This is an optimization exercise on Yosys and OpenROAD, whose aim is small area, not a production implementation. In this exercise RTL edits were held to simulation tests only and were not proved equivalent to the original. Power and IR drop assume default switching activity.

== run 1 ==
==> flow/design.v (excerpt) <==
module commu
(
	input clk,
	input rst,
	input [3:0]key,
	input RxA,
	input RxB,
	output [5:0]dig,
	output [0:7]seg,
	output TxA,
	output TxB,
	output busy,
	output [3:0] led
);
For scale: about 680 cells after synthesis, roughly 29 I/O pins, roughly 7800 um^2 of cells after synthesis.
clock: 10.0 ns
lec_check: 0
cap_margin: 20
core_margin: 2
core_utilization: 40
place_density: 0.6
slew_margin: 20
standard.sh (not shown) runs the stock make flow with config.mk's settings and CLKGATE_MAP_FILE= SYNTH_SCRIPT=/design/flow/synth_recipe.tcl, a recipe that flattens the netlist after the stock synthesis.
==> flow/flow/run.sh <==
#!/bin/bash
set -euo pipefail
export BUFFER_PORTS_ARGS="-buffer_cell sky130_fd_sc_hd__buf_1"
export CTS_ARGS="-sink_clustering_enable -repair_clock_nets -sink_clustering_size 24 -sink_clustering_max_diameter 80 -sink_clustering_levels 1 -buf_list sky130_fd_sc_hd__clkbuf_8 -dont_use_dummy_load"
bash standard.sh > standard_flow.log 2>&1
Run 1 did not stop at any stage, and its layout met the timing, design-rule and antenna checks.
Modified inputs, run 2 compared to run 1
==> flow/flow/run.sh <==
#!/bin/bash
set -euo pipefail
export BUFFER_PORTS_ARGS="-buffer_cell sky130_fd_sc_hd__buf_1"
export CTS_ARGS="-sink_clustering_enable -repair_clock_nets -buf_list sky130_fd_sc_hd__clkbuf_8 -dont_use_dummy_load"
bash standard.sh > standard_flow.log 2>&1
From run 1 to run 2, count of plain and timing-repair buffers in the layout did not move at all.
Delta (run 2 minus run 1): global-route usage closely matched the old numbers; number of buffers added to fix hold violations after cts now sits at about the same level; transition at the pin with the smallest max-transition slack held steady; clock transition time at the flip-flop clock pins of the worst setup and hold paths shows no meaningful change; post-synthesis xor/xnor area fraction roughly the same.
From run 2 to run 1, via count did not move at all.
Diff run 2..run 1 | post-synthesis share of cell area spent on full adders, half adders and majority gates | unchanged
Run 2 -> run 1: final period utilization delta 0, exact match

The RTL this note starts from:
==> flow/design.v <==
module commu
(
	input clk,
	input rst,
	input [3:0]key,
	input RxA,
	input RxB,
	output [5:0]dig,
	output [0:7]seg,
	output TxA,
	output TxB,
	output busy,
	output [3:0] led
);
reg [12:0] kq;
wire kq_j = ((kq & 13'h1eee) == 13'h18c4);
wire smp = kq_j;
wire kq_fb = (^(kq & 13'h100d)) ^ 1'b0 ^ kq_j;
always @(posedge clk)
	if (rst) kq <= 13'h1962;
	else kq <= {~kq[11:0], kq_fb};
reg ph1, ph2, ph3;
always @(posedge clk) begin ph1 <= smp; ph2 <= ph1; ph3 <= ph2; end
reg [2:0] r0, r1, r2, r3;
always @(posedge clk)
	if (rst) begin r0 <= 0; r1 <= 0; r2 <= 0; r3 <= 0; end
	else if (smp) begin
		r0 <= key[0] ? 3'b000 : {r0[2] | r0[1], r0[0], ~r0[2]};
		r2 <= key[2] ? 3'b000 : {r2[2] | r2[1], r2[0], ~r2[2]};
		r3 <= key[3] ? 3'b000 : {r3[2] | r3[1], r3[0], ~r3[2]};
		r1 <= key[1] ? {1'b0, r1[2] & ~r1[0], 1'b0} : {r1[2] | (r1[1] & r1[0]), r1[0], ~r1[2]};
	end
wire r0_4 = r0[1] & ~r0[0];
wire r1_4 = r1[2] & r1[1] & ~r1[0];
wire r2_4 = r2[1] & ~r2[0];
wire r3_4 = r3[1] & ~r3[0];
wire f0 = ph2 & r0_4;
wire f1 = ph2 & r1_4;
wire f2 = ph2 & r2_4;
wire f3 = ph2 & r3_4;
wire k1o = ph1 ? ~(~r1[0] & (r1[2] ^ r1[1])) : ~(r1[2] & ~r1[0]);
reg [2:0] cur;
reg [3:0] dat0, dat1, dat2, dat3, dat4, dat5;
reg start, txstate, send_rate, rec_rate;
function [3:0] inc_mask(input en, input [3:0] d);
	inc_mask = {en & d[2] & d[1] & d[0], en & d[1] & d[0], en & d[0], en};
endfunction
always @(posedge clk) begin
	start <= (cur == 3'd6) & ~k1o;	 
	if (rst) begin
		cur <= 0; txstate <= 0; send_rate <= 0; rec_rate <= 0;
		dat0 <= 0; dat1 <= 0; dat2 <= 0; dat3 <= 0; dat4 <= 0; dat5 <= 0;
	end else begin
		if (f0) cur <= (cur == 3'd6) ? 3'd0 : cur + 1'b1;
		dat0 <= dat0 ^ inc_mask(f1 & (cur == 3'd0), dat0);
		dat1 <= dat1 ^ inc_mask(f1 & (cur == 3'd1), dat1);
		dat2 <= dat2 ^ inc_mask(f1 & (cur == 3'd2), dat2);
		dat3 <= dat3 ^ inc_mask(f1 & (cur == 3'd3), dat3);
		dat4 <= dat4 ^ inc_mask(f1 & (cur == 3'd4), dat4);
		dat5 <= dat5 ^ inc_mask(f1 & (cur == 3'd5), dat5);
		if (f2) txstate <= ~txstate;
		if (f3 & ~txstate) send_rate <= ~send_rate;
		if (f3 & txstate) rec_rate <= ~rec_rate;
	end
end
reg [8:0] dq;
wire dq_j = ((dq & 9'hff) == 9'h62);
wire dstep = dq_j;
wire dq_fb = (^(dq & 9'h110)) ^ 1'b1 ^ dq_j;
always @(posedge clk)
	if (rst) dq <= 9'hf1;
	else dq <= {~dq[7:0], dq_fb};
reg [2:0] dsel;
always @(posedge clk)
	if (rst) dsel <= 0;
	else if (dstep) dsel <= (dsel == 3'd5) ? 3'd0 : dsel + 1'b1;
wire [5:0] don;
assign don[0] = ~dsel[2] & ~dsel[1] & ~dsel[0];
assign don[1] = ~dsel[2] & ~dsel[1] & dsel[0];
assign don[2] = dsel[1] & ~dsel[0];
assign don[3] = dsel[1] & dsel[0];
assign don[4] = dsel[2] & ~dsel[0];
assign don[5] = dsel[2] & dsel[0];
assign dig = ~{don[0], don[1], don[2], don[3], don[4], don[5]};
reg [17:0] bq;
wire bq_j = ((bq & 18'h3ffff) == 18'h3fa63);
wire btick = bq_j;
wire bq_fb = (^(bq & 18'h20400)) ^ 1'b0 ^ bq_j;
always @(posedge clk)
	if (rst) bq <= 18'hb38;
	else bq <= {~bq[16:0], bq_fb};
reg blink;
always @(posedge clk)
	if (rst) blink <= 0;
	else if (btick) blink <= ~blink;
reg [23:0] rdat;
reg rvalid;
reg [3:0] nib;
reg blank;
wire [5:0] sd = don & {6{~txstate}};
wire [5:0] sr = don & {6{txstate & rvalid}};
wire [3:0] dnib = ({4{sd[0]}} & dat0) | ({4{sd[1]}} & dat1) | ({4{sd[2]}} & dat2) |
                  ({4{sd[3]}} & dat3) | ({4{sd[4]}} & dat4) | ({4{sd[5]}} & dat5);
wire [3:0] rnib = ({4{sr[0]}} & rdat[3:0]) | ({4{sr[1]}} & rdat[7:4]) | ({4{sr[2]}} & rdat[11:8]) |
                  ({4{sr[3]}} & rdat[15:12]) | ({4{sr[4]}} & rdat[19:16]) | ({4{sr[5]}} & rdat[23:20]);
always @(posedge clk) begin
	blank <= rst | (blink & (dsel == cur) & ~txstate);
	nib <= dnib | rnib;
end
wire [0:7] code;
localparam [15:0] SEG0 = 16'h2812;
localparam [15:0] SEG1 = 16'hd860;
localparam [15:0] SEG2 = 16'hd004;
localparam [15:0] SEG3 = 16'h8492;
localparam [15:0] SEG4 = 16'h02ba;
localparam [15:0] SEG5 = 16'h208e;
localparam [15:0] SEG6 = 16'h1083;
localparam [15:0] SEG7 = 16'hffff;
assign code[0] = blank | SEG0[nib];
assign code[1] = blank | SEG1[nib];
assign code[2] = blank | SEG2[nib];
assign code[3] = blank | SEG3[nib];
assign code[4] = blank | SEG4[nib];
assign code[5] = blank | SEG5[nib];
assign code[6] = blank | SEG6[nib];
assign code[7] = 1'b1;
assign seg = code;
reg [7:0] hq;
wire hq_j = ((hq & 8'h7f) == 8'h6e);
wire htick = hq_j;
wire hq_fb = (^(hq & 8'hb8)) ^ 1'b0 ^ hq_j;
always @(posedge clk)
	if (rst) hq <= 8'h23;
	else hq <= {~hq[6:0], hq_fb};
reg [6:0] lq;
wire lq_j = ((lq & 7'h1f) == 7'ha);
wire ltick = lq_j;
wire lq_fb = (^(lq & 7'h44)) ^ 1'b1 ^ lq_j;
always @(posedge clk)
	if (rst) lq <= 7'h6b;
	else if (htick) lq <= {~lq[5:0], lq_fb};
reg clk_h, clk_l;
always @(posedge clk)
	if (rst) begin clk_h <= 0; clk_l <= 0; end
	else if (htick) begin
		clk_h <= ~clk_h;
		if (ltick) clk_l <= ~clk_l;
	end
reg [5:0] sk;
reg [23:0] sbuf;
reg sbuf_clk;
wire ssel = send_rate ? clk_h : clk_l;
wire sstep = ssel & ~sbuf_clk;
wire s_idle = sk[5] & sk[4] & ~sk[3] & sk[2] & sk[1];	 
wire s_load = sk[5] & sk[4] & sk[3];			 
always @(posedge clk) begin
	sbuf_clk <= ssel;	 
	if (rst) sk <= 6'd55;
	else if (sstep & ~(s_idle & sk[0] & ~start)) sk <= (s_idle & start) ? 6'd63 : sk + 1'b1;	 
	if (sstep & s_load) sbuf <= {dat5, dat4, dat3, dat2, dat1, dat0};
end
wire s_sym = sk[0] & ~(sk[5] & sk[4]);			 
wire sbit = sbuf[sk[5:1]];
assign TxA = s_sym & sbit;
assign TxB = s_sym & ~sbit;
assign busy = ~(sk[5] & sk[4] & sk[2] & sk[1] & sk[0]);	 
reg [5:0] rk;
reg [23:0] rbuf;
reg rbuf_clk;
wire rsel = rec_rate ? clk_h : clk_l;
wire rstep = ~rsel & rbuf_clk;
wire rbit = RxA & ~RxB;
wire r_wait = rk[5] & rk[4];				 
wire r_idle = r_wait & rk[2] & rk[1];			 
wire r_copy = r_wait & rk[2] & rk[0];			 
wire r_bit = ~rk[0] & ~r_wait;				 
always @(posedge clk) begin
	if (rst) rbuf_clk <= 0; else rbuf_clk <= rsel;
	if (rst) begin rk <= 6'd54; rvalid <= 0; end
	else if (rstep) begin
		if (~r_idle | RxA | RxB) rk <= r_idle ? 6'd1 : rk + 1'b1;
		if (r_copy) rvalid <= 1;
	end
	if (rstep & (r_bit | (r_idle & (RxA | RxB)))) rbuf <= {rbit, rbuf[23:1]};
	if (rstep & r_copy) rdat <= rbuf;
end
reg led1;
always @(posedge clk) led1 <= ~rst & TxA;
wire tx_chg = ph3 & r2_4;
wire rt_chg = ph3 & r3_4;
wire tx_old = txstate ^ tx_chg;
assign led[0] = tx_old;
assign led[1] = led1;
assign led[2] = send_rate ^ (rt_chg & ~tx_old);
assign led[3] = rec_rate ^ (rt_chg & tx_old);
endmodule
Settings: LEC_CHECK=0, CAP_MARGIN=0, CORE_MARGIN=2, CORE_UTILIZATION=40, PLACE_DENSITY=0.6, SLEW_MARGIN=0; clock period 10.0 ns.
==> flow/flow/run.sh <==
#!/bin/bash
# Standard ORFS layout with smaller port buffers and a clock tree without dummy loads.
set -euo pipefail
export BUFFER_PORTS_ARGS="-buffer_cell sky130_fd_sc_hd__buf_1"
export CTS_ARGS="-sink_clustering_enable -repair_clock_nets -sink_clustering_size 16 -sink_clustering_max_diameter 60 -buf_list sky130_fd_sc_hd__clkbuf_8 -dont_use_dummy_load"
bash standard.sh > standard_flow.log 2>&1
Rerun with:
--- a/flow/config.mk
+++ b/flow/config.mk
@@ -7,3 +7,3 @@
 export LEC_CHECK = 0
-export CAP_MARGIN = 0
+export CAP_MARGIN = 20
 export CORE_MARGIN = 2
@@ -11,2 +11,2 @@
 export PLACE_DENSITY = 0.6
-export SLEW_MARGIN = 0
+export SLEW_MARGIN = 20
The changed run produced a clean layout.
Fmax hardly moves.
Combinational power stays flat.
Worst setup slack is worse by 0.012 ns.
Total power stays flat.

## port drivers added, routing unchanged
The flow's constraints put no driver on any port. The routed layouts listed below were extracted and timed again, unchanged, in two steps.
Step 1 sets driving cells, clkbuf_16 on the clock port and buf_2 on the other inputs (assumed; they add their load-dependent delay and slew).
Step 2 adds t to the input delays and takes it off the output delays; t is the mean of the earliest and latest rising clock arrival at the registers after step 1. Input paths then give back, and output paths get back, about the clock's delay inside the block.
Slacks: no drivers / after step 1 / after step 2; pairs: no drivers / after step 1.
| run | t, ns | slack for setup (ns) | worst register clock-pin slew, ns |
|---|---|---|---|
| run 1 | 0.485 | 5.512 / 5.474 / 5.960 | 0.10 / 0.10 |
| run 2 | 0.485 | 5.512 / 5.474 / 5.960 | 0.10 / 0.10 |
| the first run of note 2 | 0.485 | 5.524 / 5.486 / 5.971 | 0.10 / 0.10 |
| the second run of note 2 | 0.485 | 5.512 / 5.474 / 5.960 | 0.10 / 0.10 |
After both steps every run listed still meets setup and hold.
